Context: an optimization exercise on an open-source flow, tuned for small area and a short achievable clock period. The choices shown serve that exercise and are no tape-out recipe.
RTL that was checked went through simulation tests only; none was proved equivalent to the original.
Function not checked in run 1: the RTL went through the layout flow alone.
The flow treats the clock pin as an ideal source, which a real chip does not have.
No activity file was given, so power comes from the tool's default toggle rates.

==> flow/design.v (outline; a module is shown in full before it is edited, if it fits) <==
// module basic_pe_array_ws: 40 lines
// module pe_ws_rz: 240 lines
// module pe_ws_rs: 269 lines
// module pe_ws_az: 240 lines
// module pe_ws_as: 269 lines
// module fa_ws: 6 lines
// module ha_ws: 6 lines
// module xnor_ws: 5 lines
// module or_ws: 5 lines
module basic_pe_array_ws (clk, reset, a_vec, b_vec, c_vec);
  // ...
==> flow/flow/run.sh <==
#!/bin/bash
set -euo pipefail
export REMOVE_ABC_BUFFERS=1
export BUFFER_PORTS_ARGS="-buffer_cell sky130_fd_sc_hd__buf_1"
bash standard.sh > flow.log 2>&1
==> flow/standard.sh <==
#!/bin/bash
# synth_recipe.tcl (not shown) runs the flow's synth.tcl, then flattens the netlist and writes it again
# the make line also repeats each setting of config.mk as NAME=value (left out here)
make -C /OpenROAD-flow-scripts/flow DESIGN_CONFIG=/design/flow/config.mk WORK_HOME=/design/flow/orfs CLKGATE_MAP_FILE= SYNTH_SCRIPT=/design/flow/synth_recipe.tcl "${@:-finish}"
==> flow/config.mk <==
export PLATFORM = sky130hd
export DESIGN_NAME = basic_pe_array_ws
export DESIGN_NICKNAME = basic_pe_array_ws
export VERILOG_FILES = /design/flow/design.v
export SDC_FILE = /design/flow/constraint.sdc
export NUM_CORES = 4
export LEC_CHECK = 0
export CAP_MARGIN = 20
export CORE_MARGIN = 2
export CORE_UTILIZATION = 60
export SETUP_SLACK_MARGIN = 4.5
export SLEW_MARGIN = 20
export SYNTH_HIERARCHICAL = 1
export SYNTH_MINIMUM_KEEP_SIZE = 0
==> flow/constraint.sdc <==
create_clock -name core_clock -period 9.0 [get_ports {clk}]
set_input_delay 1.8000 -clock core_clock [delete_from_list [all_inputs] [get_ports {clk}]]
set_output_delay 1.8000 -clock core_clock [all_outputs]
set_load 0.01 [all_outputs]
==> impl_results.md, run 1 <==
* Setup bufs post-CTS at between 300 and 400
* Multi-input gate area at ~140,000 um^2
* Final hold violations at 0
* CP Launch Point: b_vec[116]
* Detailed Route WL at 546,000 um
* Wl on met1 at 206,000 um
* Mean Syn Cell Area at 9.52 um^2
* Via count at about 130k
* Pwr/cell area at ~210 nW/um^2
* H-tree Lvls at 4
* Reg-to-reg startpoint: gr[2].gc[2].genblk2.genblk1.pe.u.cr[6]
* Number of flip-flops in the largest register at roughly 950
* Seq area share at between 10% and 20%
* Hold EP: gr[7].gc[7].genblk2.genblk1.pe.u.cr[16]
* Worst-Margin Slew at approximately 1.2 ns
* Max Cap Viol at 0
* Seq cells at 1,528
* Hold_buf cts at 0
* DP Area at about 180,000 um^2
* GRT busiest layer: met2
* Final #Nets at 23,900
* Critical path's most frequent cell: fa_1
* Status: finished clean
* Gate power share at 58.4%
* GRT overflow at 0
* Min-delay src: gr[6].gc[7].genblk2.genblk1.pe.u.cr[16]
* Port bufs at 1,657
* Vias/cell at around 5.5
* Pre-CTS setup slack at 2.52 ns
* Min-Delay Path Class: flip-flop to flip-flop
* CTS resizes at roughly 2,100
* Top power group: combinational cells
* CP peak stage delay at 0.52 ns
* Relative slew margins at 20.1%
* CTS sink count at ~1,500
==> module pe_ws_rz, before the edit <==
module pe_ws_rz (clk, reset, a, b, s, sn, c, cn);
input wire clk, reset;
input wire [7:0] a, b;
input wire [16:0] s, sn;    
output wire [16:0] c, cn;
  wire pp0_0 = ~(a[0] & b[0]);
  wire pp0_1 = ~(a[0] & b[1]);
  wire pp0_2 = ~(a[0] & b[2]);
  wire pp0_3 = ~(a[0] & b[3]);
  wire pp0_4 = ~(a[0] & b[4]);
  wire pp0_5 = ~(a[0] & b[5]);
  wire pp0_6 = ~(a[0] & b[6]);
  wire pp0_7 = ~(a[0] & b[7]);
  wire pp1_0 = ~(a[1] & b[0]);
  wire pp1_1 = ~(a[1] & b[1]);
  wire pp1_2 = ~(a[1] & b[2]);
  wire pp1_3 = ~(a[1] & b[3]);
  wire pp1_4 = ~(a[1] & b[4]);
  wire pp1_5 = ~(a[1] & b[5]);
  wire pp1_6 = ~(a[1] & b[6]);
  wire pp1_7 = ~(a[1] & b[7]);
  wire pp2_0 = ~(a[2] & b[0]);
  wire pp2_1 = ~(a[2] & b[1]);
  wire pp2_2 = ~(a[2] & b[2]);
  wire pp2_3 = ~(a[2] & b[3]);
  wire pp2_4 = ~(a[2] & b[4]);
  wire pp2_5 = ~(a[2] & b[5]);
  wire pp2_6 = ~(a[2] & b[6]);
  wire pp2_7 = ~(a[2] & b[7]);
  wire pp3_0 = ~(a[3] & b[0]);
  wire pp3_1 = ~(a[3] & b[1]);
  wire pp3_2 = ~(a[3] & b[2]);
  wire pp3_3 = ~(a[3] & b[3]);
  wire pp3_4 = ~(a[3] & b[4]);
  wire pp3_5 = ~(a[3] & b[5]);
  wire pp3_6 = ~(a[3] & b[6]);
  wire pp3_7 = ~(a[3] & b[7]);
  wire pp4_0 = ~(a[4] & b[0]);
  wire pp4_1 = ~(a[4] & b[1]);
  wire pp4_2 = ~(a[4] & b[2]);
  wire pp4_3 = ~(a[4] & b[3]);
  wire pp4_4 = ~(a[4] & b[4]);
  wire pp4_5 = ~(a[4] & b[5]);
  wire pp4_6 = ~(a[4] & b[6]);
  wire pp4_7 = ~(a[4] & b[7]);
  wire pp5_0 = ~(a[5] & b[0]);
  wire pp5_1 = ~(a[5] & b[1]);
  wire pp5_2 = ~(a[5] & b[2]);
  wire pp5_3 = ~(a[5] & b[3]);
  wire pp5_4 = ~(a[5] & b[4]);
  wire pp5_5 = ~(a[5] & b[5]);
  wire pp5_6 = ~(a[5] & b[6]);
  wire pp5_7 = ~(a[5] & b[7]);
  wire pp6_0 = ~(a[6] & b[0]);
  wire pp6_1 = ~(a[6] & b[1]);
  wire pp6_2 = ~(a[6] & b[2]);
  wire pp6_3 = ~(a[6] & b[3]);
  wire pp6_4 = ~(a[6] & b[4]);
  wire pp6_5 = ~(a[6] & b[5]);
  wire pp6_6 = ~(a[6] & b[6]);
  wire pp6_7 = ~(a[6] & b[7]);
  wire pp7_0 = ~(a[7] & b[0]);
  wire pp7_1 = ~(a[7] & b[1]);
  wire pp7_2 = ~(a[7] & b[2]);
  wire pp7_3 = ~(a[7] & b[3]);
  wire pp7_4 = ~(a[7] & b[4]);
  wire pp7_5 = ~(a[7] & b[5]);
  wire pp7_6 = ~(a[7] & b[6]);
  wire pp7_7 = ~(a[7] & b[7]);
  wire w1, w2;
  xnor_ws h3 (.a(pp0_6), .b(pp1_5), .y(w1));
  or_ws o3 (.a(pp0_6), .b(pp1_5), .y(w2));
  wire w4, w5;
  fa_ws f6 (.a(pp0_7), .b(pp1_6), .ci(pp2_5), .s(w4), .co(w5));
  wire w7, w8;
  xnor_ws h9 (.a(pp3_4), .b(pp4_3), .y(w7));
  or_ws o9 (.a(pp3_4), .b(pp4_3), .y(w8));
  wire w10, w11;
  fa_ws f12 (.a(pp1_7), .b(pp2_6), .ci(pp3_5), .s(w10), .co(w11));
  wire w13, w14;
  xnor_ws h15 (.a(pp4_4), .b(pp5_3), .y(w13));
  or_ws o15 (.a(pp4_4), .b(pp5_3), .y(w14));
  wire w16, w17;
  fa_ws f18 (.a(pp2_7), .b(pp3_6), .ci(pp4_5), .s(w16), .co(w17));
  wire w19, w20;
  xnor_ws h21 (.a(pp0_4), .b(pp1_3), .y(w19));
  or_ws o21 (.a(pp0_4), .b(pp1_3), .y(w20));
  wire w22, w23;
  fa_ws f24 (.a(pp0_5), .b(pp1_4), .ci(pp2_3), .s(w22), .co(w23));
  wire w25, w26;
  xnor_ws h27 (.a(pp3_2), .b(pp4_1), .y(w25));
  or_ws o27 (.a(pp3_2), .b(pp4_1), .y(w26));
  wire w28, w29;
  fa_ws f30 (.a(pp2_4), .b(pp3_3), .ci(pp4_2), .s(w28), .co(w29));
  wire w31, w32;
  fa_ws f33 (.a(pp5_1), .b(pp6_0), .ci(w1), .s(w31), .co(w32));
  wire w34, w35;
  fa_ws f36 (.a(pp5_2), .b(pp6_1), .ci(pp7_0), .s(w34), .co(w35));
  wire w37, w38;
  fa_ws f39 (.a(w2), .b(w7), .ci(w34), .s(w37), .co(w38));
  wire w40, w41;
  fa_ws f42 (.a(pp6_2), .b(pp7_1), .ci(w8), .s(w40), .co(w41));
  wire w43, w44;
  fa_ws f45 (.a(w13), .b(w5), .ci(w10), .s(w43), .co(w44));
  wire w46, w47;
  fa_ws f48 (.a(pp5_4), .b(pp6_3), .ci(pp7_2), .s(w46), .co(w47));
  wire w49, w50;
  fa_ws f51 (.a(w14), .b(w11), .ci(w16), .s(w49), .co(w50));
  wire w52, w53;
  fa_ws f54 (.a(pp3_7), .b(pp4_6), .ci(pp5_5), .s(w52), .co(w53));
  wire w55, w56;
  fa_ws f57 (.a(pp6_4), .b(pp7_3), .ci(w17), .s(w55), .co(w56));
  wire w58, w59;
  fa_ws f60 (.a(pp4_7), .b(pp5_6), .ci(pp6_5), .s(w58), .co(w59));
  wire w61, w62;
  xnor_ws h63 (.a(pp0_3), .b(pp1_2), .y(w61));
  or_ws o63 (.a(pp0_3), .b(pp1_2), .y(w62));
  wire w64, w65;
  fa_ws f66 (.a(pp2_2), .b(pp3_1), .ci(pp4_0), .s(w64), .co(w65));
  wire w67, w68;
  fa_ws f69 (.a(pp5_0), .b(w20), .ci(w25), .s(w67), .co(w68));
  wire w70, w71;
  fa_ws f72 (.a(w26), .b(w23), .ci(w28), .s(w70), .co(w71));
  wire w73, w74;
  fa_ws f75 (.a(w29), .b(w4), .ci(w32), .s(w73), .co(w74));
  wire w76, w77;
  fa_ws f78 (.a(w35), .b(w40), .ci(w38), .s(w76), .co(w77));
  wire w79, w80;
  fa_ws f81 (.a(w46), .b(w41), .ci(w44), .s(w79), .co(w80));
  wire w82, w83;
  fa_ws f84 (.a(w47), .b(w52), .ci(w50), .s(w82), .co(w83));
  wire w85, w86;
  fa_ws f87 (.a(pp7_4), .b(w53), .ci(w58), .s(w85), .co(w86));
  wire w88, w89;
  fa_ws f90 (.a(pp5_7), .b(pp6_6), .ci(pp7_5), .s(w88), .co(w89));
  wire w91, w92;
  xnor_ws h93 (.a(pp0_2), .b(pp1_1), .y(w91));
  or_ws o93 (.a(pp0_2), .b(pp1_1), .y(w92));
  wire w94, w95;
  fa_ws f96 (.a(pp2_1), .b(pp3_0), .ci(w61), .s(w94), .co(w95));
  wire w97, w98;
  fa_ws f99 (.a(w62), .b(w19), .ci(w64), .s(w97), .co(w98));
  wire w100, w101;
  fa_ws f102 (.a(w65), .b(w22), .ci(w67), .s(w100), .co(w101));
  wire w103, w104;
  fa_ws f105 (.a(w68), .b(w31), .ci(w70), .s(w103), .co(w104));
  wire w106, w107;
  fa_ws f108 (.a(w71), .b(w37), .ci(w73), .s(w106), .co(w107));
  wire w109, w110;
  fa_ws f111 (.a(w43), .b(w74), .ci(w76), .s(w109), .co(w110));
  wire w112, w113;
  fa_ws f114 (.a(w49), .b(w77), .ci(w79), .s(w112), .co(w113));
  wire w115, w116;
  fa_ws f117 (.a(w55), .b(w80), .ci(w82), .s(w115), .co(w116));
  wire w118, w119;
  fa_ws f120 (.a(w56), .b(w85), .ci(w83), .s(w118), .co(w119));
  wire w121, w122;
  fa_ws f123 (.a(w59), .b(w88), .ci(w86), .s(w121), .co(w122));
  wire w124, w125;
  fa_ws f126 (.a(pp6_7), .b(pp7_6), .ci(w89), .s(w124), .co(w125));
  wire [16:0] n0 = {1'b1, 1'b1, pp7_7, w124, w121, w116, w113, w110, w107, w104, w101, w98, w95, w92, pp2_0, pp0_1, pp0_0};
  wire [16:0] n1 = {1'b1, 1'b1, w125, w122, w119, w118, w115, w112, w109, w106, w103, w100, w97, w94, w91, pp1_0, 1'b1};
  wire [16:0] sumn_g = n0 & n1;
  wire [16:0] sumn_p = n0 ^ n1;
  wire sumn_G1 = sumn_g[0] | (sumn_p[0] & 1'b1);
  wire sumn_P1 = sumn_p[0] & 1'b0;
  wire sumn_G2 = sumn_g[2] | (sumn_p[2] & sumn_g[1]);
  wire sumn_P2 = sumn_p[2] & sumn_p[1];
  wire sumn_G3 = sumn_g[4] | (sumn_p[4] & sumn_g[3]);
  wire sumn_P3 = sumn_p[4] & sumn_p[3];
  wire sumn_G4 = sumn_g[6] | (sumn_p[6] & sumn_g[5]);
  wire sumn_P4 = sumn_p[6] & sumn_p[5];
  wire sumn_G5 = sumn_g[8] | (sumn_p[8] & sumn_g[7]);
  wire sumn_P5 = sumn_p[8] & sumn_p[7];
  wire sumn_G6 = sumn_g[10] | (sumn_p[10] & sumn_g[9]);
  wire sumn_P6 = sumn_p[10] & sumn_p[9];
  wire sumn_G7 = sumn_g[12] | (sumn_p[12] & sumn_g[11]);
  wire sumn_P7 = sumn_p[12] & sumn_p[11];
  wire sumn_G8 = sumn_g[14] | (sumn_p[14] & sumn_g[13]);
  wire sumn_P8 = sumn_p[14] & sumn_p[13];
  wire sumn_G9 = sumn_g[1] | (sumn_p[1] & sumn_G1);
  wire sumn_P9 = sumn_p[1] & sumn_P1;
  wire sumn_G10 = sumn_G2 | (sumn_P2 & sumn_G1);
  wire sumn_P10 = sumn_P2 & sumn_P1;
  wire sumn_G11 = sumn_g[5] | (sumn_p[5] & sumn_G3);
  wire sumn_P11 = sumn_p[5] & sumn_P3;
  wire sumn_G12 = sumn_G4 | (sumn_P4 & sumn_G3);
  wire sumn_P12 = sumn_P4 & sumn_P3;
  wire sumn_G13 = sumn_g[9] | (sumn_p[9] & sumn_G5);
  wire sumn_P13 = sumn_p[9] & sumn_P5;
  wire sumn_G14 = sumn_G6 | (sumn_P6 & sumn_G5);
  wire sumn_P14 = sumn_P6 & sumn_P5;
  wire sumn_G15 = sumn_g[13] | (sumn_p[13] & sumn_G7);
  wire sumn_P15 = sumn_p[13] & sumn_P7;
  wire sumn_G16 = sumn_G8 | (sumn_P8 & sumn_G7);
  wire sumn_P16 = sumn_P8 & sumn_P7;
  wire sumn_G17 = sumn_g[3] | (sumn_p[3] & sumn_G10);
  wire sumn_P17 = sumn_p[3] & sumn_P10;
  wire sumn_G18 = sumn_G3 | (sumn_P3 & sumn_G10);
  wire sumn_P18 = sumn_P3 & sumn_P10;
  wire sumn_G19 = sumn_G11 | (sumn_P11 & sumn_G10);
  wire sumn_P19 = sumn_P11 & sumn_P10;
  wire sumn_G20 = sumn_G12 | (sumn_P12 & sumn_G10);
  wire sumn_P20 = sumn_P12 & sumn_P10;
  wire sumn_G21 = sumn_g[11] | (sumn_p[11] & sumn_G14);
  wire sumn_P21 = sumn_p[11] & sumn_P14;
  wire sumn_G22 = sumn_G7 | (sumn_P7 & sumn_G14);
  wire sumn_P22 = sumn_P7 & sumn_P14;
  wire sumn_G23 = sumn_G15 | (sumn_P15 & sumn_G14);
  wire sumn_P23 = sumn_P15 & sumn_P14;
  wire sumn_G24 = sumn_G16 | (sumn_P16 & sumn_G14);
  wire sumn_P24 = sumn_P16 & sumn_P14;
  wire sumn_G25 = sumn_g[7] | (sumn_p[7] & sumn_G20);
  wire sumn_P25 = sumn_p[7] & sumn_P20;
  wire sumn_G26 = sumn_G5 | (sumn_P5 & sumn_G20);
  wire sumn_P26 = sumn_P5 & sumn_P20;
  wire sumn_G27 = sumn_G13 | (sumn_P13 & sumn_G20);
  wire sumn_P27 = sumn_P13 & sumn_P20;
  wire sumn_G28 = sumn_G14 | (sumn_P14 & sumn_G20);
  wire sumn_P28 = sumn_P14 & sumn_P20;
  wire sumn_G29 = sumn_G21 | (sumn_P21 & sumn_G20);
  wire sumn_P29 = sumn_P21 & sumn_P20;
  wire sumn_G30 = sumn_G22 | (sumn_P22 & sumn_G20);
  wire sumn_P30 = sumn_P22 & sumn_P20;
  wire sumn_G31 = sumn_G23 | (sumn_P23 & sumn_G20);
  wire sumn_P31 = sumn_P23 & sumn_P20;
  wire sumn_G32 = sumn_G24 | (sumn_P24 & sumn_G20);
  wire sumn_P32 = sumn_P24 & sumn_P20;
  wire sumn_G33 = sumn_g[15] | (sumn_p[15] & sumn_G32);
  wire sumn_P33 = sumn_p[15] & sumn_P32;
  wire [16:0] sumn = {sumn_p[16] ^ sumn_G33, sumn_p[15] ^ sumn_G32, sumn_p[14] ^ sumn_G31, sumn_p[13] ^ sumn_G30, sumn_p[12] ^ sumn_G29, sumn_p[11] ^ sumn_G28, sumn_p[10] ^ sumn_G27, sumn_p[9] ^ sumn_G26, sumn_p[8] ^ sumn_G25, sumn_p[7] ^ sumn_G20, sumn_p[6] ^ sumn_G19, sumn_p[5] ^ sumn_G18, sumn_p[4] ^ sumn_G17, sumn_p[3] ^ sumn_G10, sumn_p[2] ^ sumn_G9, sumn_p[1] ^ sumn_G1, sumn_p[0] ^ 1'b1};
  wire [16:0] sum = ~sumn;
  reg [16:0] cr;
  always @(posedge clk) begin
    if (reset) cr <= 0;
    else cr <= sum;
  end
  assign c = cr;
  assign cn = ~cr;
endmodule
==> run 2: changes to the inputs <==
--- a/flow/design.v
+++ b/flow/design.v
@@ -193,88 +193,67 @@
   wire w115, w116;
   fa_ws f117 (.a(w55), .b(w80), .ci(w82), .s(w115), .co(w116));
   wire w118, w119;
   fa_ws f120 (.a(w56), .b(w85), .ci(w83), .s(w118), .co(w119));
   wire w121, w122;
   fa_ws f123 (.a(w59), .b(w88), .ci(w86), .s(w121), .co(w122));
   wire w124, w125;
   fa_ws f126 (.a(pp6_7), .b(pp7_6), .ci(w89), .s(w124), .co(w125));
-  wire [16:0] n0 = {1'b1, 1'b1, pp7_7, w124, w121, w116, w113, w110, w107, w104, w101, w98, w95, w92, pp2_0, pp0_1, pp0_0};
-  wire [16:0] n1 = {1'b1, 1'b1, w125, w122, w119, w118, w115, w112, w109, w106, w103, w100, w97, w94, w91, pp1_0, 1'b1};
-  wire [16:0] sumn_g = n0 & n1;
-  wire [16:0] sumn_p = n0 ^ n1;
-  wire sumn_G1 = sumn_g[0] | (sumn_p[0] & 1'b1);
+  wire w127, w128;
+  xnor_ws h129 (.a(pp0_1), .b(pp1_0), .y(w127));
+  or_ws o129 (.a(pp0_1), .b(pp1_0), .y(w128));
+  wire w130, w131;
+  fa_ws f132 (.a(pp2_0), .b(w128), .ci(w91), .s(w130), .co(w131));
+  wire w133, w134;
+  fa_ws f135 (.a(w92), .b(w131), .ci(w94), .s(w133), .co(w134));
+  wire w136, w137;
+  fa_ws f138 (.a(w95), .b(w97), .ci(w134), .s(w136), .co(w137));
+  wire [11:0] n0 = {1'b1, 1'b1, pp7_7, w124, w121, w116, w113, w110, w107, w104, w101, w98};
+  wire [11:0] n1 = {1'b1, 1'b1, w125, w122, w119, w118, w115, w112, w109, w106, w103, w100};
+  wire [11:0] sumn_g = n0 & n1;
+  wire [11:0] sumn_p = n0 ^ n1;
+  wire sumn_G1 = sumn_g[0] | (sumn_p[0] & w137);
   wire sumn_P1 = sumn_p[0] & 1'b0;
   wire sumn_G2 = sumn_g[2] | (sumn_p[2] & sumn_g[1]);
   wire sumn_P2 = sumn_p[2] & sumn_p[1];
   wire sumn_G3 = sumn_g[4] | (sumn_p[4] & sumn_g[3]);
   wire sumn_P3 = sumn_p[4] & sumn_p[3];
   wire sumn_G4 = sumn_g[6] | (sumn_p[6] & sumn_g[5]);
   wire sumn_P4 = sumn_p[6] & sumn_p[5];
   wire sumn_G5 = sumn_g[8] | (sumn_p[8] & sumn_g[7]);
   wire sumn_P5 = sumn_p[8] & sumn_p[7];
   wire sumn_G6 = sumn_g[10] | (sumn_p[10] & sumn_g[9]);
   wire sumn_P6 = sumn_p[10] & sumn_p[9];
-  wire sumn_G7 = sumn_g[12] | (sumn_p[12] & sumn_g[11]);
-  wire sumn_P7 = sumn_p[12] & sumn_p[11];
-  wire sumn_G8 = sumn_g[14] | (sumn_p[14] & sumn_g[13]);
-  wire sumn_P8 = sumn_p[14] & sumn_p[13];
-  wire sumn_G9 = sumn_g[1] | (sumn_p[1] & sumn_G1);
-  wire sumn_P9 = sumn_p[1] & sumn_P1;
-  wire sumn_G10 = sumn_G2 | (sumn_P2 & sumn_G1);
-  wire sumn_P10 = sumn_P2 & sumn_P1;
-  wire sumn_G11 = sumn_g[5] | (sumn_p[5] & sumn_G3);
-  wire sumn_P11 = sumn_p[5] & sumn_P3;
-  wire sumn_G12 = sumn_G4 | (sumn_P4 & sumn_G3);
-  wire sumn_P12 = sumn_P4 & sumn_P3;
-  wire sumn_G13 = sumn_g[9] | (sumn_p[9] & sumn_G5);
-  wire sumn_P13 = sumn_p[9] & sumn_P5;
-  wire sumn_G14 = sumn_G6 | (sumn_P6 & sumn_G5);
-  wire sumn_P14 = sumn_P6 & sumn_P5;
-  wire sumn_G15 = sumn_g[13] | (sumn_p[13] & sumn_G7);
-  wire sumn_P15 = sumn_p[13] & sumn_P7;
-  wire sumn_G16 = sumn_G8 | (sumn_P8 & sumn_G7);
-  wire sumn_P16 = sumn_P8 & sumn_P7;
-  wire sumn_G17 = sumn_g[3] | (sumn_p[3] & sumn_G10);
-  wire sumn_P17 = sumn_p[3] & sumn_P10;
-  wire sumn_G18 = sumn_G3 | (sumn_P3 & sumn_G10);
-  wire sumn_P18 = sumn_P3 & sumn_P10;
-  wire sumn_G19 = sumn_G11 | (sumn_P11 & sumn_G10);
-  wire sumn_P19 = sumn_P11 & sumn_P10;
-  wire sumn_G20 = sumn_G12 | (sumn_P12 & sumn_G10);
-  wire sumn_P20 = sumn_P12 & sumn_P10;
-  wire sumn_G21 = sumn_g[11] | (sumn_p[11] & sumn_G14);
-  wire sumn_P21 = sumn_p[11] & sumn_P14;
-  wire sumn_G22 = sumn_G7 | (sumn_P7 & sumn_G14);
-  wire sumn_P22 = sumn_P7 & sumn_P14;
-  wire sumn_G23 = sumn_G15 | (sumn_P15 & sumn_G14);
-  wire sumn_P23 = sumn_P15 & sumn_P14;
-  wire sumn_G24 = sumn_G16 | (sumn_P16 & sumn_G14);
-  wire sumn_P24 = sumn_P16 & sumn_P14;
-  wire sumn_G25 = sumn_g[7] | (sumn_p[7] & sumn_G20);
-  wire sumn_P25 = sumn_p[7] & sumn_P20;
-  wire sumn_G26 = sumn_G5 | (sumn_P5 & sumn_G20);
-  wire sumn_P26 = sumn_P5 & sumn_P20;
-  wire sumn_G27 = sumn_G13 | (sumn_P13 & sumn_G20);
-  wire sumn_P27 = sumn_P13 & sumn_P20;
-  wire sumn_G28 = sumn_G14 | (sumn_P14 & sumn_G20);
-  wire sumn_P28 = sumn_P14 & sumn_P20;
-  wire sumn_G29 = sumn_G21 | (sumn_P21 & sumn_G20);
-  wire sumn_P29 = sumn_P21 & sumn_P20;
-  wire sumn_G30 = sumn_G22 | (sumn_P22 & sumn_G20);
-  wire sumn_P30 = sumn_P22 & sumn_P20;
-  wire sumn_G31 = sumn_G23 | (sumn_P23 & sumn_G20);
-  wire sumn_P31 = sumn_P23 & sumn_P20;
-  wire sumn_G32 = sumn_G24 | (sumn_P24 & sumn_G20);
-  wire sumn_P32 = sumn_P24 & sumn_P20;
-  wire sumn_G33 = sumn_g[15] | (sumn_p[15] & sumn_G32);
-  wire sumn_P33 = sumn_p[15] & sumn_P32;
-  wire [16:0] sumn = {sumn_p[16] ^ sumn_G33, sumn_p[15] ^ sumn_G32, sumn_p[14] ^ sumn_G31, sumn_p[13] ^ sumn_G30, sumn_p[12] ^ sumn_G29, sumn_p[11] ^ sumn_G28, sumn_p[10] ^ sumn_G27, sumn_p[9] ^ sumn_G26, sumn_p[8] ^ sumn_G25, sumn_p[7] ^ sumn_G20, sumn_p[6] ^ sumn_G19, sumn_p[5] ^ sumn_G18, sumn_p[4] ^ sumn_G17, sumn_p[3] ^ sumn_G10, sumn_p[2] ^ sumn_G9, sumn_p[1] ^ sumn_G1, sumn_p[0] ^ 1'b1};
-  wire [16:0] sum = ~sumn;
+  wire sumn_G7 = sumn_G2 | (sumn_P2 & sumn_G1);
+  wire sumn_P7 = sumn_P2 & sumn_P1;
+  wire sumn_G8 = sumn_G4 | (sumn_P4 & sumn_G3);
+  wire sumn_P8 = sumn_P4 & sumn_P3;
+  wire sumn_G9 = sumn_G6 | (sumn_P6 & sumn_G5);
+  wire sumn_P9 = sumn_P6 & sumn_P5;
+  wire sumn_G10 = sumn_G8 | (sumn_P8 & sumn_G7);
+  wire sumn_P10 = sumn_P8 & sumn_P7;
+  wire sumn_G11 = sumn_G9 | (sumn_P9 & sumn_G10);
+  wire sumn_P11 = sumn_P9 & sumn_P10;
+  wire sumn_G12 = sumn_G3 | (sumn_P3 & sumn_G7);
+  wire sumn_P12 = sumn_P3 & sumn_P7;
+  wire sumn_G13 = sumn_G5 | (sumn_P5 & sumn_G10);
+  wire sumn_P13 = sumn_P5 & sumn_P10;
+  wire sumn_G14 = sumn_g[1] | (sumn_p[1] & sumn_G1);
+  wire sumn_P14 = sumn_p[1] & sumn_P1;
+  wire sumn_G15 = sumn_g[3] | (sumn_p[3] & sumn_G7);
+  wire sumn_P15 = sumn_p[3] & sumn_P7;
+  wire sumn_G16 = sumn_g[5] | (sumn_p[5] & sumn_G12);
+  wire sumn_P16 = sumn_p[5] & sumn_P12;
+  wire sumn_G17 = sumn_g[7] | (sumn_p[7] & sumn_G10);
+  wire sumn_P17 = sumn_p[7] & sumn_P10;
+  wire sumn_G18 = sumn_g[9] | (sumn_p[9] & sumn_G13);
+  wire sumn_P18 = sumn_p[9] & sumn_P13;
+  wire [11:0] sumn = {sumn_p[11] ^ sumn_G11, sumn_p[10] ^ sumn_G18, sumn_p[9] ^ sumn_G13, sumn_p[8] ^ sumn_G17, sumn_p[7] ^ sumn_G10, sumn_p[6] ^ sumn_G16, sumn_p[5] ^ sumn_G12, sumn_p[4] ^ sumn_G15, sumn_p[3] ^ sumn_G7, sumn_p[2] ^ sumn_G14, sumn_p[1] ^ sumn_G1, sumn_p[0] ^ w137};
+  wire [16:0] sum = {~sumn, ~w136, ~w133, ~w130, ~w127, ~pp0_0};
   reg [16:0] cr;
   always @(posedge clk) begin
     if (reset) cr <= 0;
     else cr <= sum;
   end
   assign c = cr;
   assign cn = ~cr;
 endmodule
@@ -462,88 +441,69 @@
   wire w157, w158;
   fa_ws f159 (.a(w85), .b(w116), .ci(w118), .s(w157), .co(w158));
   wire w160, w161;
   fa_ws f162 (.a(w86), .b(w121), .ci(w119), .s(w160), .co(w161));
   wire w163, w164;
   fa_ws f165 (.a(w89), .b(w124), .ci(w122), .s(w163), .co(w164));
   wire w166, w167;
   fa_ws f168 (.a(sn[14]), .b(pp7_7), .ci(w125), .s(w166), .co(w167));
-  wire [16:0] n0 = {sn[16], sn[15], w166, w163, w158, w155, w152, w149, w146, w143, w140, w137, w134, w131, w128, pp1_0, sn[0]};
-  wire [16:0] n1 = {1'b1, w167, w164, w161, w160, w157, w154, w151, w148, w145, w142, w139, w136, w133, w130, w127, pp0_0};
-  wire [16:0] sumn_g = n0 & n1;
-  wire [16:0] sumn_p = n0 ^ n1;
-  wire sumn_G1 = sumn_g[0] | (sumn_p[0] & 1'b1);
+  wire w169, w170;
+  xnor_ws h171 (.a(sn[0]), .b(pp0_0), .y(w169));
+  or_ws o171 (.a(sn[0]), .b(pp0_0), .y(w170));
+  wire w172, w173;
+  fa_ws f174 (.a(pp1_0), .b(w170), .ci(w127), .s(w172), .co(w173));
+  wire w175, w176;
+  fa_ws f177 (.a(w128), .b(w173), .ci(w130), .s(w175), .co(w176));
+  wire w178, w179;
+  fa_ws f180 (.a(w131), .b(w133), .ci(w176), .s(w178), .co(w179));
+  wire [12:0] n0 = {sn[16], sn[15], w166, w163, w158, w155, w152, w149, w146, w143, w140, w137, w134};
+  wire [12:0] n1 = {1'b1, w167, w164, w161, w160, w157, w154, w151, w148, w145, w142, w139, w136};
+  wire [12:0] sumn_g = n0 & n1;
+  wire [12:0] sumn_p = n0 ^ n1;
+  wire sumn_G1 = sumn_g[0] | (sumn_p[0] & w179);
   wire sumn_P1 = sumn_p[0] & 1'b0;
   wire sumn_G2 = sumn_g[2] | (sumn_p[2] & sumn_g[1]);
   wire sumn_P2 = sumn_p[2] & sumn_p[1];
   wire sumn_G3 = sumn_g[4] | (sumn_p[4] & sumn_g[3]);
   wire sumn_P3 = sumn_p[4] & sumn_p[3];
   wire sumn_G4 = sumn_g[6] | (sumn_p[6] & sumn_g[5]);
   wire sumn_P4 = sumn_p[6] & sumn_p[5];
   wire sumn_G5 = sumn_g[8] | (sumn_p[8] & sumn_g[7]);
   wire sumn_P5 = sumn_p[8] & sumn_p[7];
   wire sumn_G6 = sumn_g[10] | (sumn_p[10] & sumn_g[9]);
   wire sumn_P6 = sumn_p[10] & sumn_p[9];
-  wire sumn_G7 = sumn_g[12] | (sumn_p[12] & sumn_g[11]);
-  wire sumn_P7 = sumn_p[12] & sumn_p[11];
-  wire sumn_G8 = sumn_g[14] | (sumn_p[14] & sumn_g[13]);
-  wire sumn_P8 = sumn_p[14] & sumn_p[13];
-  wire sumn_G9 = sumn_g[1] | (sumn_p[1] & sumn_G1);
-  wire sumn_P9 = sumn_p[1] & sumn_P1;
-  wire sumn_G10 = sumn_G2 | (sumn_P2 & sumn_G1);
-  wire sumn_P10 = sumn_P2 & sumn_P1;
-  wire sumn_G11 = sumn_g[5] | (sumn_p[5] & sumn_G3);
-  wire sumn_P11 = sumn_p[5] & sumn_P3;
-  wire sumn_G12 = sumn_G4 | (sumn_P4 & sumn_G3);
-  wire sumn_P12 = sumn_P4 & sumn_P3;
-  wire sumn_G13 = sumn_g[9] | (sumn_p[9] & sumn_G5);
-  wire sumn_P13 = sumn_p[9] & sumn_P5;
-  wire sumn_G14 = sumn_G6 | (sumn_P6 & sumn_G5);
-  wire sumn_P14 = sumn_P6 & sumn_P5;
-  wire sumn_G15 = sumn_g[13] | (sumn_p[13] & sumn_G7);
-  wire sumn_P15 = sumn_p[13] & sumn_P7;
-  wire sumn_G16 = sumn_G8 | (sumn_P8 & sumn_G7);
-  wire sumn_P16 = sumn_P8 & sumn_P7;
-  wire sumn_G17 = sumn_g[3] | (sumn_p[3] & sumn_G10);
-  wire sumn_P17 = sumn_p[3] & sumn_P10;
-  wire sumn_G18 = sumn_G3 | (sumn_P3 & sumn_G10);
-  wire sumn_P18 = sumn_P3 & sumn_P10;
-  wire sumn_G19 = sumn_G11 | (sumn_P11 & sumn_G10);
-  wire sumn_P19 = sumn_P11 & sumn_P10;
-  wire sumn_G20 = sumn_G12 | (sumn_P12 & sumn_G10);
-  wire sumn_P20 = sumn_P12 & sumn_P10;
-  wire sumn_G21 = sumn_g[11] | (sumn_p[11] & sumn_G14);
-  wire sumn_P21 = sumn_p[11] & sumn_P14;
-  wire sumn_G22 = sumn_G7 | (sumn_P7 & sumn_G14);
-  wire sumn_P22 = sumn_P7 & sumn_P14;
-  wire sumn_G23 = sumn_G15 | (sumn_P15 & sumn_G14);
-  wire sumn_P23 = sumn_P15 & sumn_P14;
-  wire sumn_G24 = sumn_G16 | (sumn_P16 & sumn_G14);
-  wire sumn_P24 = sumn_P16 & sumn_P14;
-  wire sumn_G25 = sumn_g[7] | (sumn_p[7] & sumn_G20);
-  wire sumn_P25 = sumn_p[7] & sumn_P20;
-  wire sumn_G26 = sumn_G5 | (sumn_P5 & sumn_G20);
-  wire sumn_P26 = sumn_P5 & sumn_P20;
-  wire sumn_G27 = sumn_G13 | (sumn_P13 & sumn_G20);
-  wire sumn_P27 = sumn_P13 & sumn_P20;
-  wire sumn_G28 = sumn_G14 | (sumn_P14 & sumn_G20);
-  wire sumn_P28 = sumn_P14 & sumn_P20;
-  wire sumn_G29 = sumn_G21 | (sumn_P21 & sumn_G20);
-  wire sumn_P29 = sumn_P21 & sumn_P20;
-  wire sumn_G30 = sumn_G22 | (sumn_P22 & sumn_G20);
-  wire sumn_P30 = sumn_P22 & sumn_P20;
-  wire sumn_G31 = sumn_G23 | (sumn_P23 & sumn_G20);
-  wire sumn_P31 = sumn_P23 & sumn_P20;
-  wire sumn_G32 = sumn_G24 | (sumn_P24 & sumn_G20);
-  wire sumn_P32 = sumn_P24 & sumn_P20;
-  wire sumn_G33 = sumn_g[15] | (sumn_p[15] & sumn_G32);
-  wire sumn_P33 = sumn_p[15] & sumn_P32;
-  wire [16:0] sumn = {sumn_p[16] ^ sumn_G33, sumn_p[15] ^ sumn_G32, sumn_p[14] ^ sumn_G31, sumn_p[13] ^ sumn_G30, sumn_p[12] ^ sumn_G29, sumn_p[11] ^ sumn_G28, sumn_p[10] ^ sumn_G27, sumn_p[9] ^ sumn_G26, sumn_p[8] ^ sumn_G25, sumn_p[7] ^ sumn_G20, sumn_p[6] ^ sumn_G19, sumn_p[5] ^ sumn_G18, sumn_p[4] ^ sumn_G17, sumn_p[3] ^ sumn_G10, sumn_p[2] ^ sumn_G9, sumn_p[1] ^ sumn_G1, sumn_p[0] ^ 1'b1};
-  wire [16:0] sum = ~sumn;
+  wire sumn_G7 = sumn_G2 | (sumn_P2 & sumn_G1);
+  wire sumn_P7 = sumn_P2 & sumn_P1;
+  wire sumn_G8 = sumn_G4 | (sumn_P4 & sumn_G3);
+  wire sumn_P8 = sumn_P4 & sumn_P3;
+  wire sumn_G9 = sumn_G6 | (sumn_P6 & sumn_G5);
+  wire sumn_P9 = sumn_P6 & sumn_P5;
+  wire sumn_G10 = sumn_G8 | (sumn_P8 & sumn_G7);
+  wire sumn_P10 = sumn_P8 & sumn_P7;
+  wire sumn_G11 = sumn_G9 | (sumn_P9 & sumn_G10);
+  wire sumn_P11 = sumn_P9 & sumn_P10;
+  wire sumn_G12 = sumn_G3 | (sumn_P3 & sumn_G7);
+  wire sumn_P12 = sumn_P3 & sumn_P7;
+  wire sumn_G13 = sumn_G5 | (sumn_P5 & sumn_G10);
+  wire sumn_P13 = sumn_P5 & sumn_P10;
+  wire sumn_G14 = sumn_g[1] | (sumn_p[1] & sumn_G1);
+  wire sumn_P14 = sumn_p[1] & sumn_P1;
+  wire sumn_G15 = sumn_g[3] | (sumn_p[3] & sumn_G7);
+  wire sumn_P15 = sumn_p[3] & sumn_P7;
+  wire sumn_G16 = sumn_g[5] | (sumn_p[5] & sumn_G12);
+  wire sumn_P16 = sumn_p[5] & sumn_P12;
+  wire sumn_G17 = sumn_g[7] | (sumn_p[7] & sumn_G10);
+  wire sumn_P17 = sumn_p[7] & sumn_P10;
+  wire sumn_G18 = sumn_g[9] | (sumn_p[9] & sumn_G13);
+  wire sumn_P18 = sumn_p[9] & sumn_P13;
+  wire sumn_G19 = sumn_g[11] | (sumn_p[11] & sumn_G11);
+  wire sumn_P19 = sumn_p[11] & sumn_P11;
+  wire [12:0] sumn = {sumn_p[12] ^ sumn_G19, sumn_p[11] ^ sumn_G11, sumn_p[10] ^ sumn_G18, sumn_p[9] ^ sumn_G13, sumn_p[8] ^ sumn_G17, sumn_p[7] ^ sumn_G10, sumn_p[6] ^ sumn_G16, sumn_p[5] ^ sumn_G12, sumn_p[4] ^ sumn_G15, sumn_p[3] ^ sumn_G7, sumn_p[2] ^ sumn_G14, sumn_p[1] ^ sumn_G1, sumn_p[0] ^ w179};
+  wire [16:0] sum = {~sumn, ~w178, ~w175, ~w172, ~w169};
   reg [16:0] cr;
   always @(posedge clk) begin
     if (reset) cr <= 0;
     else cr <= sum;
   end
   assign c = cr;
   assign cn = ~cr;
 endmodule
@@ -702,88 +662,67 @@
   wire w115, w116;
   fa_ws f117 (.a(w55), .b(w80), .ci(w82), .s(w115), .co(w116));
   wire w118, w119;
   fa_ws f120 (.a(w56), .b(w85), .ci(w83), .s(w118), .co(w119));
   wire w121, w122;
   fa_ws f123 (.a(w59), .b(w88), .ci(w86), .s(w121), .co(w122));
   wire w124, w125;
   fa_ws f126 (.a(pp6_7), .b(pp7_6), .ci(w89), .s(w124), .co(w125));
-  wire [16:0] n0 = {1'b1, 1'b1, pp7_7, w124, w121, w116, w113, w110, w107, w104, w101, w98, w95, w92, pp2_0, pp0_1, pp0_0};
-  wire [16:0] n1 = {1'b1, 1'b1, w125, w122, w119, w118, w115, w112, w109, w106, w103, w100, w97, w94, w91, pp1_0, 1'b1};
-  wire [16:0] sumn_g = n0 & n1;
-  wire [16:0] sumn_p = n0 ^ n1;
-  wire sumn_G1 = sumn_g[0] | (sumn_p[0] & 1'b1);
+  wire w127, w128;
+  xnor_ws h129 (.a(pp0_1), .b(pp1_0), .y(w127));
+  or_ws o129 (.a(pp0_1), .b(pp1_0), .y(w128));
+  wire w130, w131;
+  fa_ws f132 (.a(pp2_0), .b(w128), .ci(w91), .s(w130), .co(w131));
+  wire w133, w134;
+  fa_ws f135 (.a(w92), .b(w131), .ci(w94), .s(w133), .co(w134));
+  wire w136, w137;
+  fa_ws f138 (.a(w95), .b(w97), .ci(w134), .s(w136), .co(w137));
+  wire [11:0] n0 = {1'b1, 1'b1, pp7_7, w124, w121, w116, w113, w110, w107, w104, w101, w98};
+  wire [11:0] n1 = {1'b1, 1'b1, w125, w122, w119, w118, w115, w112, w109, w106, w103, w100};
+  wire [11:0] sumn_g = n0 & n1;
+  wire [11:0] sumn_p = n0 ^ n1;
+  wire sumn_G1 = sumn_g[0] | (sumn_p[0] & w137);
   wire sumn_P1 = sumn_p[0] & 1'b0;
   wire sumn_G2 = sumn_g[2] | (sumn_p[2] & sumn_g[1]);
   wire sumn_P2 = sumn_p[2] & sumn_p[1];
   wire sumn_G3 = sumn_g[4] | (sumn_p[4] & sumn_g[3]);
   wire sumn_P3 = sumn_p[4] & sumn_p[3];
   wire sumn_G4 = sumn_g[6] | (sumn_p[6] & sumn_g[5]);
   wire sumn_P4 = sumn_p[6] & sumn_p[5];
   wire sumn_G5 = sumn_g[8] | (sumn_p[8] & sumn_g[7]);
   wire sumn_P5 = sumn_p[8] & sumn_p[7];
   wire sumn_G6 = sumn_g[10] | (sumn_p[10] & sumn_g[9]);
   wire sumn_P6 = sumn_p[10] & sumn_p[9];
-  wire sumn_G7 = sumn_g[12] | (sumn_p[12] & sumn_g[11]);
-  wire sumn_P7 = sumn_p[12] & sumn_p[11];
-  wire sumn_G8 = sumn_g[14] | (sumn_p[14] & sumn_g[13]);
-  wire sumn_P8 = sumn_p[14] & sumn_p[13];
-  wire sumn_G9 = sumn_g[1] | (sumn_p[1] & sumn_G1);
-  wire sumn_P9 = sumn_p[1] & sumn_P1;
-  wire sumn_G10 = sumn_G2 | (sumn_P2 & sumn_G1);
-  wire sumn_P10 = sumn_P2 & sumn_P1;
-  wire sumn_G11 = sumn_g[5] | (sumn_p[5] & sumn_G3);
-  wire sumn_P11 = sumn_p[5] & sumn_P3;
-  wire sumn_G12 = sumn_G4 | (sumn_P4 & sumn_G3);
-  wire sumn_P12 = sumn_P4 & sumn_P3;
-  wire sumn_G13 = sumn_g[9] | (sumn_p[9] & sumn_G5);
-  wire sumn_P13 = sumn_p[9] & sumn_P5;
-  wire sumn_G14 = sumn_G6 | (sumn_P6 & sumn_G5);
-  wire sumn_P14 = sumn_P6 & sumn_P5;
-  wire sumn_G15 = sumn_g[13] | (sumn_p[13] & sumn_G7);
-  wire sumn_P15 = sumn_p[13] & sumn_P7;
-  wire sumn_G16 = sumn_G8 | (sumn_P8 & sumn_G7);
-  wire sumn_P16 = sumn_P8 & sumn_P7;
-  wire sumn_G17 = sumn_g[3] | (sumn_p[3] & sumn_G10);
-  wire sumn_P17 = sumn_p[3] & sumn_P10;
-  wire sumn_G18 = sumn_G3 | (sumn_P3 & sumn_G10);
-  wire sumn_P18 = sumn_P3 & sumn_P10;
-  wire sumn_G19 = sumn_G11 | (sumn_P11 & sumn_G10);
-  wire sumn_P19 = sumn_P11 & sumn_P10;
-  wire sumn_G20 = sumn_G12 | (sumn_P12 & sumn_G10);
-  wire sumn_P20 = sumn_P12 & sumn_P10;
-  wire sumn_G21 = sumn_g[11] | (sumn_p[11] & sumn_G14);
-  wire sumn_P21 = sumn_p[11] & sumn_P14;
-  wire sumn_G22 = sumn_G7 | (sumn_P7 & sumn_G14);
-  wire sumn_P22 = sumn_P7 & sumn_P14;
-  wire sumn_G23 = sumn_G15 | (sumn_P15 & sumn_G14);
-  wire sumn_P23 = sumn_P15 & sumn_P14;
-  wire sumn_G24 = sumn_G16 | (sumn_P16 & sumn_G14);
-  wire sumn_P24 = sumn_P16 & sumn_P14;
-  wire sumn_G25 = sumn_g[7] | (sumn_p[7] & sumn_G20);
-  wire sumn_P25 = sumn_p[7] & sumn_P20;
-  wire sumn_G26 = sumn_G5 | (sumn_P5 & sumn_G20);
-  wire sumn_P26 = sumn_P5 & sumn_P20;
-  wire sumn_G27 = sumn_G13 | (sumn_P13 & sumn_G20);
-  wire sumn_P27 = sumn_P13 & sumn_P20;
-  wire sumn_G28 = sumn_G14 | (sumn_P14 & sumn_G20);
-  wire sumn_P28 = sumn_P14 & sumn_P20;
-  wire sumn_G29 = sumn_G21 | (sumn_P21 & sumn_G20);
-  wire sumn_P29 = sumn_P21 & sumn_P20;
-  wire sumn_G30 = sumn_G22 | (sumn_P22 & sumn_G20);
-  wire sumn_P30 = sumn_P22 & sumn_P20;
-  wire sumn_G31 = sumn_G23 | (sumn_P23 & sumn_G20);
-  wire sumn_P31 = sumn_P23 & sumn_P20;
-  wire sumn_G32 = sumn_G24 | (sumn_P24 & sumn_G20);
-  wire sumn_P32 = sumn_P24 & sumn_P20;
-  wire sumn_G33 = sumn_g[15] | (sumn_p[15] & sumn_G32);
-  wire sumn_P33 = sumn_p[15] & sumn_P32;
-  wire [16:0] sumn = {sumn_p[16] ^ sumn_G33, sumn_p[15] ^ sumn_G32, sumn_p[14] ^ sumn_G31, sumn_p[13] ^ sumn_G30, sumn_p[12] ^ sumn_G29, sumn_p[11] ^ sumn_G28, sumn_p[10] ^ sumn_G27, sumn_p[9] ^ sumn_G26, sumn_p[8] ^ sumn_G25, sumn_p[7] ^ sumn_G20, sumn_p[6] ^ sumn_G19, sumn_p[5] ^ sumn_G18, sumn_p[4] ^ sumn_G17, sumn_p[3] ^ sumn_G10, sumn_p[2] ^ sumn_G9, sumn_p[1] ^ sumn_G1, sumn_p[0] ^ 1'b1};
-  wire [16:0] sum = ~sumn;
+  wire sumn_G7 = sumn_G2 | (sumn_P2 & sumn_G1);
+  wire sumn_P7 = sumn_P2 & sumn_P1;
+  wire sumn_G8 = sumn_G4 | (sumn_P4 & sumn_G3);
+  wire sumn_P8 = sumn_P4 & sumn_P3;
+  wire sumn_G9 = sumn_G6 | (sumn_P6 & sumn_G5);
+  wire sumn_P9 = sumn_P6 & sumn_P5;
+  wire sumn_G10 = sumn_G8 | (sumn_P8 & sumn_G7);
+  wire sumn_P10 = sumn_P8 & sumn_P7;
+  wire sumn_G11 = sumn_G9 | (sumn_P9 & sumn_G10);
+  wire sumn_P11 = sumn_P9 & sumn_P10;
+  wire sumn_G12 = sumn_G3 | (sumn_P3 & sumn_G7);
+  wire sumn_P12 = sumn_P3 & sumn_P7;
+  wire sumn_G13 = sumn_G5 | (sumn_P5 & sumn_G10);
+  wire sumn_P13 = sumn_P5 & sumn_P10;
+  wire sumn_G14 = sumn_g[1] | (sumn_p[1] & sumn_G1);
+  wire sumn_P14 = sumn_p[1] & sumn_P1;
+  wire sumn_G15 = sumn_g[3] | (sumn_p[3] & sumn_G7);
+  wire sumn_P15 = sumn_p[3] & sumn_P7;
+  wire sumn_G16 = sumn_g[5] | (sumn_p[5] & sumn_G12);
+  wire sumn_P16 = sumn_p[5] & sumn_P12;
+  wire sumn_G17 = sumn_g[7] | (sumn_p[7] & sumn_G10);
+  wire sumn_P17 = sumn_p[7] & sumn_P10;
+  wire sumn_G18 = sumn_g[9] | (sumn_p[9] & sumn_G13);
+  wire sumn_P18 = sumn_p[9] & sumn_P13;
+  wire [11:0] sumn = {sumn_p[11] ^ sumn_G11, sumn_p[10] ^ sumn_G18, sumn_p[9] ^ sumn_G13, sumn_p[8] ^ sumn_G17, sumn_p[7] ^ sumn_G10, sumn_p[6] ^ sumn_G16, sumn_p[5] ^ sumn_G12, sumn_p[4] ^ sumn_G15, sumn_p[3] ^ sumn_G7, sumn_p[2] ^ sumn_G14, sumn_p[1] ^ sumn_G1, sumn_p[0] ^ w137};
+  wire [16:0] sum = {~sumn, ~w136, ~w133, ~w130, ~w127, ~pp0_0};
   reg [16:0] cr;
   always @(posedge clk) begin
     if (reset) cr <= 0;
     else cr <= sum;
   end
   assign c = cr;
   assign cn = ~cr;
 endmodule
@@ -971,88 +910,69 @@
   wire w157, w158;
   fa_ws f159 (.a(w85), .b(w116), .ci(w118), .s(w157), .co(w158));
   wire w160, w161;
   fa_ws f162 (.a(w86), .b(w121), .ci(w119), .s(w160), .co(w161));
   wire w163, w164;
   fa_ws f165 (.a(w89), .b(w124), .ci(w122), .s(w163), .co(w164));
   wire w166, w167;
   fa_ws f168 (.a(sn[14]), .b(pp7_7), .ci(w125), .s(w166), .co(w167));
-  wire [16:0] n0 = {sn[16], sn[15], w166, w163, w158, w155, w152, w149, w146, w143, w140, w137, w134, w131, w128, pp1_0, sn[0]};
-  wire [16:0] n1 = {1'b1, w167, w164, w161, w160, w157, w154, w151, w148, w145, w142, w139, w136, w133, w130, w127, pp0_0};
-  wire [16:0] sumn_g = n0 & n1;
-  wire [16:0] sumn_p = n0 ^ n1;
-  wire sumn_G1 = sumn_g[0] | (sumn_p[0] & 1'b1);
+  wire w169, w170;
+  xnor_ws h171 (.a(sn[0]), .b(pp0_0), .y(w169));
+  or_ws o171 (.a(sn[0]), .b(pp0_0), .y(w170));
+  wire w172, w173;
+  fa_ws f174 (.a(pp1_0), .b(w170), .ci(w127), .s(w172), .co(w173));
+  wire w175, w176;
+  fa_ws f177 (.a(w128), .b(w173), .ci(w130), .s(w175), .co(w176));
+  wire w178, w179;
+  fa_ws f180 (.a(w131), .b(w133), .ci(w176), .s(w178), .co(w179));
+  wire [12:0] n0 = {sn[16], sn[15], w166, w163, w158, w155, w152, w149, w146, w143, w140, w137, w134};
+  wire [12:0] n1 = {1'b1, w167, w164, w161, w160, w157, w154, w151, w148, w145, w142, w139, w136};
+  wire [12:0] sumn_g = n0 & n1;
+  wire [12:0] sumn_p = n0 ^ n1;
+  wire sumn_G1 = sumn_g[0] | (sumn_p[0] & w179);
   wire sumn_P1 = sumn_p[0] & 1'b0;
   wire sumn_G2 = sumn_g[2] | (sumn_p[2] & sumn_g[1]);
   wire sumn_P2 = sumn_p[2] & sumn_p[1];
   wire sumn_G3 = sumn_g[4] | (sumn_p[4] & sumn_g[3]);
   wire sumn_P3 = sumn_p[4] & sumn_p[3];
   wire sumn_G4 = sumn_g[6] | (sumn_p[6] & sumn_g[5]);
   wire sumn_P4 = sumn_p[6] & sumn_p[5];
   wire sumn_G5 = sumn_g[8] | (sumn_p[8] & sumn_g[7]);
   wire sumn_P5 = sumn_p[8] & sumn_p[7];
   wire sumn_G6 = sumn_g[10] | (sumn_p[10] & sumn_g[9]);
   wire sumn_P6 = sumn_p[10] & sumn_p[9];
-  wire sumn_G7 = sumn_g[12] | (sumn_p[12] & sumn_g[11]);
-  wire sumn_P7 = sumn_p[12] & sumn_p[11];
-  wire sumn_G8 = sumn_g[14] | (sumn_p[14] & sumn_g[13]);
-  wire sumn_P8 = sumn_p[14] & sumn_p[13];
-  wire sumn_G9 = sumn_g[1] | (sumn_p[1] & sumn_G1);
-  wire sumn_P9 = sumn_p[1] & sumn_P1;
-  wire sumn_G10 = sumn_G2 | (sumn_P2 & sumn_G1);
-  wire sumn_P10 = sumn_P2 & sumn_P1;
-  wire sumn_G11 = sumn_g[5] | (sumn_p[5] & sumn_G3);
-  wire sumn_P11 = sumn_p[5] & sumn_P3;
-  wire sumn_G12 = sumn_G4 | (sumn_P4 & sumn_G3);
-  wire sumn_P12 = sumn_P4 & sumn_P3;
-  wire sumn_G13 = sumn_g[9] | (sumn_p[9] & sumn_G5);
-  wire sumn_P13 = sumn_p[9] & sumn_P5;
-  wire sumn_G14 = sumn_G6 | (sumn_P6 & sumn_G5);
-  wire sumn_P14 = sumn_P6 & sumn_P5;
-  wire sumn_G15 = sumn_g[13] | (sumn_p[13] & sumn_G7);
-  wire sumn_P15 = sumn_p[13] & sumn_P7;
-  wire sumn_G16 = sumn_G8 | (sumn_P8 & sumn_G7);
-  wire sumn_P16 = sumn_P8 & sumn_P7;
-  wire sumn_G17 = sumn_g[3] | (sumn_p[3] & sumn_G10);
-  wire sumn_P17 = sumn_p[3] & sumn_P10;
-  wire sumn_G18 = sumn_G3 | (sumn_P3 & sumn_G10);
-  wire sumn_P18 = sumn_P3 & sumn_P10;
-  wire sumn_G19 = sumn_G11 | (sumn_P11 & sumn_G10);
-  wire sumn_P19 = sumn_P11 & sumn_P10;
-  wire sumn_G20 = sumn_G12 | (sumn_P12 & sumn_G10);
-  wire sumn_P20 = sumn_P12 & sumn_P10;
-  wire sumn_G21 = sumn_g[11] | (sumn_p[11] & sumn_G14);
-  wire sumn_P21 = sumn_p[11] & sumn_P14;
-  wire sumn_G22 = sumn_G7 | (sumn_P7 & sumn_G14);
-  wire sumn_P22 = sumn_P7 & sumn_P14;
-  wire sumn_G23 = sumn_G15 | (sumn_P15 & sumn_G14);
-  wire sumn_P23 = sumn_P15 & sumn_P14;
-  wire sumn_G24 = sumn_G16 | (sumn_P16 & sumn_G14);
-  wire sumn_P24 = sumn_P16 & sumn_P14;
-  wire sumn_G25 = sumn_g[7] | (sumn_p[7] & sumn_G20);
-  wire sumn_P25 = sumn_p[7] & sumn_P20;
-  wire sumn_G26 = sumn_G5 | (sumn_P5 & sumn_G20);
-  wire sumn_P26 = sumn_P5 & sumn_P20;
-  wire sumn_G27 = sumn_G13 | (sumn_P13 & sumn_G20);
-  wire sumn_P27 = sumn_P13 & sumn_P20;
-  wire sumn_G28 = sumn_G14 | (sumn_P14 & sumn_G20);
-  wire sumn_P28 = sumn_P14 & sumn_P20;
-  wire sumn_G29 = sumn_G21 | (sumn_P21 & sumn_G20);
-  wire sumn_P29 = sumn_P21 & sumn_P20;
-  wire sumn_G30 = sumn_G22 | (sumn_P22 & sumn_G20);
-  wire sumn_P30 = sumn_P22 & sumn_P20;
-  wire sumn_G31 = sumn_G23 | (sumn_P23 & sumn_G20);
-  wire sumn_P31 = sumn_P23 & sumn_P20;
-  wire sumn_G32 = sumn_G24 | (sumn_P24 & sumn_G20);
-  wire sumn_P32 = sumn_P24 & sumn_P20;
-  wire sumn_G33 = sumn_g[15] | (sumn_p[15] & sumn_G32);
-  wire sumn_P33 = sumn_p[15] & sumn_P32;
-  wire [16:0] sumn = {sumn_p[16] ^ sumn_G33, sumn_p[15] ^ sumn_G32, sumn_p[14] ^ sumn_G31, sumn_p[13] ^ sumn_G30, sumn_p[12] ^ sumn_G29, sumn_p[11] ^ sumn_G28, sumn_p[10] ^ sumn_G27, sumn_p[9] ^ sumn_G26, sumn_p[8] ^ sumn_G25, sumn_p[7] ^ sumn_G20, sumn_p[6] ^ sumn_G19, sumn_p[5] ^ sumn_G18, sumn_p[4] ^ sumn_G17, sumn_p[3] ^ sumn_G10, sumn_p[2] ^ sumn_G9, sumn_p[1] ^ sumn_G1, sumn_p[0] ^ 1'b1};
-  wire [16:0] sum = ~sumn;
+  wire sumn_G7 = sumn_G2 | (sumn_P2 & sumn_G1);
+  wire sumn_P7 = sumn_P2 & sumn_P1;
+  wire sumn_G8 = sumn_G4 | (sumn_P4 & sumn_G3);
+  wire sumn_P8 = sumn_P4 & sumn_P3;
+  wire sumn_G9 = sumn_G6 | (sumn_P6 & sumn_G5);
+  wire sumn_P9 = sumn_P6 & sumn_P5;
+  wire sumn_G10 = sumn_G8 | (sumn_P8 & sumn_G7);
+  wire sumn_P10 = sumn_P8 & sumn_P7;
+  wire sumn_G11 = sumn_G9 | (sumn_P9 & sumn_G10);
+  wire sumn_P11 = sumn_P9 & sumn_P10;
+  wire sumn_G12 = sumn_G3 | (sumn_P3 & sumn_G7);
+  wire sumn_P12 = sumn_P3 & sumn_P7;
+  wire sumn_G13 = sumn_G5 | (sumn_P5 & sumn_G10);
+  wire sumn_P13 = sumn_P5 & sumn_P10;
+  wire sumn_G14 = sumn_g[1] | (sumn_p[1] & sumn_G1);
+  wire sumn_P14 = sumn_p[1] & sumn_P1;
+  wire sumn_G15 = sumn_g[3] | (sumn_p[3] & sumn_G7);
+  wire sumn_P15 = sumn_p[3] & sumn_P7;
+  wire sumn_G16 = sumn_g[5] | (sumn_p[5] & sumn_G12);
+  wire sumn_P16 = sumn_p[5] & sumn_P12;
+  wire sumn_G17 = sumn_g[7] | (sumn_p[7] & sumn_G10);
+  wire sumn_P17 = sumn_p[7] & sumn_P10;
+  wire sumn_G18 = sumn_g[9] | (sumn_p[9] & sumn_G13);
+  wire sumn_P18 = sumn_p[9] & sumn_P13;
+  wire sumn_G19 = sumn_g[11] | (sumn_p[11] & sumn_G11);
+  wire sumn_P19 = sumn_p[11] & sumn_P11;
+  wire [12:0] sumn = {sumn_p[12] ^ sumn_G19, sumn_p[11] ^ sumn_G11, sumn_p[10] ^ sumn_G18, sumn_p[9] ^ sumn_G13, sumn_p[8] ^ sumn_G17, sumn_p[7] ^ sumn_G10, sumn_p[6] ^ sumn_G16, sumn_p[5] ^ sumn_G12, sumn_p[4] ^ sumn_G15, sumn_p[3] ^ sumn_G7, sumn_p[2] ^ sumn_G14, sumn_p[1] ^ sumn_G1, sumn_p[0] ^ w179};
+  wire [16:0] sum = {~sumn, ~w178, ~w175, ~w172, ~w169};
   reg [16:0] cr;
   always @(posedge clk) begin
     if (reset) cr <= 0;
     else cr <= sum;
   end
   assign c = cr;
   assign cn = ~cr;
 endmodule
==> run 2 against run 1 <==
Via count fell by 6.1%. Sequential share of layout area barely moved. Count of clock-buffer cells in the layout fell by 17. Clock power rose by 2%.
==> impl_results.md, run 2 <==
* Drt first pass iters at 6
* Clock Latency Late Sink at 0.90 ns
* Pre-CTS setup slack at 2.96 ns (+0.446 ns)
* Post-route setup slack at around 4.2 ns
* Vias in the first global route at roughly 120k
* Die H at 528 um
* Cell count after synthesis at around 17,000
* Die area at around 280,000 um^2
* Relative slew margins at 34.5% (+14 points)
* Area grow syn2layout at 21.0%
* Total CTS buffers at ~190
* GRT Total Usage at between 30% and 40%
* Final hold violations at 0 (unchanged)
* Final setup fails at 0
* WL/cell at around 24 um
* Port bufs at 1,657 (unchanged)
* Biggest register: gr.gc.genblk2.genblk1.pe.u.cr
* Placed instance count at around 21,000
* CTS tree: built
* CTS sink count at 1,528 (unchanged)
* Final worst path period need at 4.80 ns
* 1st-iter DRT viols at approximately 8,000
* Number of flip-flops in the largest register at 945 (unchanged)
* Worst-Margin Slew at 0.983 ns (-0.215 ns)
* Initial core utilization at about three fifths
* Pins Over Slew Limit at 0
* Crit-path max FO at 8
* HPWL Detailed at 430,000 um
* Commonest cells after routing, fill and taps aside: 3,569 x nand2_1, 2,758 x fa_1, 1,616 x inv_1
* Critical path class: input port to flip-flop
* Final Wtd Congestion at approximately 1
* GRT overflow at 0 (unchanged)
* Fill count at roughly 20,000
* Final #Nets at 22,900 (-4.1%)
* Commonest non-fill, non-tap cell in the layout: nand2_1
* Critical Path End Type: flip-flop
* First-pass GRT wire length at approximately 800,000 um
* Syn. warnings at 27
* Reg clk slew, reported paths at ~0.06 ns
* Worst Skew at 0.0419 ns
* Die width at between 500 and 600 um
* Share of cells above drive strength 1 at between 20% and 30%
* Max Fclk at approximately 210 MHz
* Min-Delay Path Class: flip-flop to flip-flop
* Setup_tns at 0 ns
* Via count at 119,000 (-6.1%)
* Crit start category: input port
* Mean Syn Cell Area at 9.76 um^2 (+2.5%)
* Worst Path Required at between 9 and 10 ns
* Largest net degree at the start of global routing at between 150 and 200
* # rows at approximately 190
* Mapped cell area at between 150,000 and 200,000 um^2
* Leakage at between 60 and 70 nW
* CP Data Arrival Time at around 5.6 ns
* Clock root buffer: clkbuf_16
* Core area at about 270,000 um^2
* Fin crit share at between 50% and 60%
* Detailed Route WL at 529,000 um (-3.2%)
* Initial antenna violation count at 94
* Regs by FF count: gr.gc.genblk2.genblk1.pe.u.cr (945), gr.ah (448), gr.gc.genblk2.pe.u.cr (119)
* Vias/cell at 5.44 (-1.0%)
* Post-route ant nets at 0
* Clk buf depth at 4
* Setup repair after global routing missed its margin: true
* Reg area at 30,600 um^2
* Status: finished clean
* Max Cap Viol at 0 (unchanged)
* Multi-input gate area at 135,000 um^2 (-0.42%)
* # IOs at ~1,700
* H-tree Lvls at 4 (unchanged)
* Pwr/cell area at 204 nW/um^2 (-2.5%)
* Post-Layout Cell Count at about 22,000
* # DRC at 0
* Max IR drop VDD at ~0.00025 V
-- run 2: changes by cell type in the layout (fill, tap and decap cells not counted), sizes merged, moves of 128 or more --
| cell | previous run | this run |
|---|---|---|
| a21o | 288 | 72 |
| a21oi | 568 | 304 |
| fa | 3208 | 3600 |
| ha | 960 | 624 |
| inv | 1407 | 1622 |
| or3 | 128 | 0 |
| xor2 | 240 | 8 |
-- run 2: area by class of cell --
| type | instances | area share, % |
|---|---|---|
| Antenna cell | 59 | 0.0741 |
| Clock buffer | 244 | 2.72 |
| Clock inverter | 104 | 0.706 |
| Inverter | 1616 | 3.04 |
| Multi-Input combinational cell | 12600 | 67.5 |
| Sequential cell | 1528 | 15.4 |
| Tap cell | 3589 | 2.25 |
| Timing Repair Buffer | 2185 | 8.32 |
-- run 2: repair_timing --
item | CTS | global route
buffers inserted | 306 | 197
pin swaps | 1151 | 1344
gates resized for setup | 3150 | 1659
endpoints found under the setup margin | 465 | 420
endpoints found under the hold margin | 0 | 0
cloned | 0 | 3
hold buffers | 0 | 0
-- run 2: worst paths after layout --
path                                                               from                                       to  slack (ns)  cells past startpoint
worst max-delay path                                         b_vec[375]  gr[2].gc[1].genblk2.genblk1.pe.u.cr[15]        4.20                     13
worst min-delay path            gr[4].gc[4].genblk2.genblk1.pe.u.cr[16]  gr[5].gc[4].genblk2.genblk1.pe.u.cr[16]        0.55                      3
worst max register to register   gr[4].gc[3].genblk2.genblk1.pe.u.cr[7]  gr[5].gc[3].genblk2.genblk1.pe.u.cr[13]        4.51                     12
worst min register to register  gr[4].gc[4].genblk2.genblk1.pe.u.cr[16]  gr[5].gc[4].genblk2.genblk1.pe.u.cr[16]        0.55                      3
-- run 2: stage by stage --
| step | cell area (um^2) | power (mW) | utilization [%] | hold WS, ns |
|---|---|---|---|---|
| 5_1_grt | 199000 | 43.5 | 72.9 | 0.580 |
| 3_3_place_gp | 171000 | 25.4 | 62.5 | 0.505 |
| 6_report | 199000 | 40.7 | 72.9 | 0.546 |
| 4_1_cts | 191000 | 37.6 | 69.8 | 0.537 |
| 2_1_floorplan | 160000 | 20.7 | - | 0.485 |
| 3_5_place_dp | 171000 | 25.8 | 62.5 | 0.514 |
-- run 2: worst max-delay path, stage by stage --
cell and delay (ns):
buf_12 0.10, nand2_1 0.08, fa_1 0.52, fa_2 0.40
fa_1 0.58, fa_1 0.48, ha_4 0.35, nand3_4 0.08
nor3_4 0.21, o211ai_4 0.13, a311oi_2 0.30, fa_2 0.48
nor2_1 0.09
-- run 2: power by group --
group	total [mW]	switching [mW]	internal (mW)	leakage, nW
Combinational	23.6	12.3	11.3	46.2
Sequential	8.69	0.943	7.75	12.5
Clock	8.44	3.33	5.11	3.32
-- run 2: metal layers --
layer  global-route usage [%]  up-vias  part of all wire (%)
met1                     46.1    60500                    37
met4                     28.2       42                   8.8
li1                         -    52600                     -
met3                     14.1     1244                    11
met5                    0.381        -                 0.072
met2                     54.2     4824                    43

==> re-timing with driven ports <==
In the flow no input, the clock included, has a driving cell. The finished layouts below were timed again as built, in two steps.
Step 1: set_driving_cell puts a clkbuf_16 on clk and a buf_2 on each other input, an assumption about the parent block.
Step 2 also shifts input and output timing later by t, the mid clock arrival at the registers, as if the neighbouring blocks saw the same clock.
a / b / c = ideal / step 1 / step 2; a / b = the first two.
run	t, ns	setup WS [ns]	worst setup path after step 2	clock arrival spread, ns	cell pins on the clock port's net
run 1	0.998	3.889 / 3.800 / 2.802	input to register	0.048 / 0.048	1
run 2	0.996	4.204 / 4.130 / 3.135	input to register	0.045 / 0.045	1
After both steps every run listed still meets setup and hold. The setup slack of run 1, which loses most, moves by -0.089 ns with the drivers and by -1.087 ns with both steps.
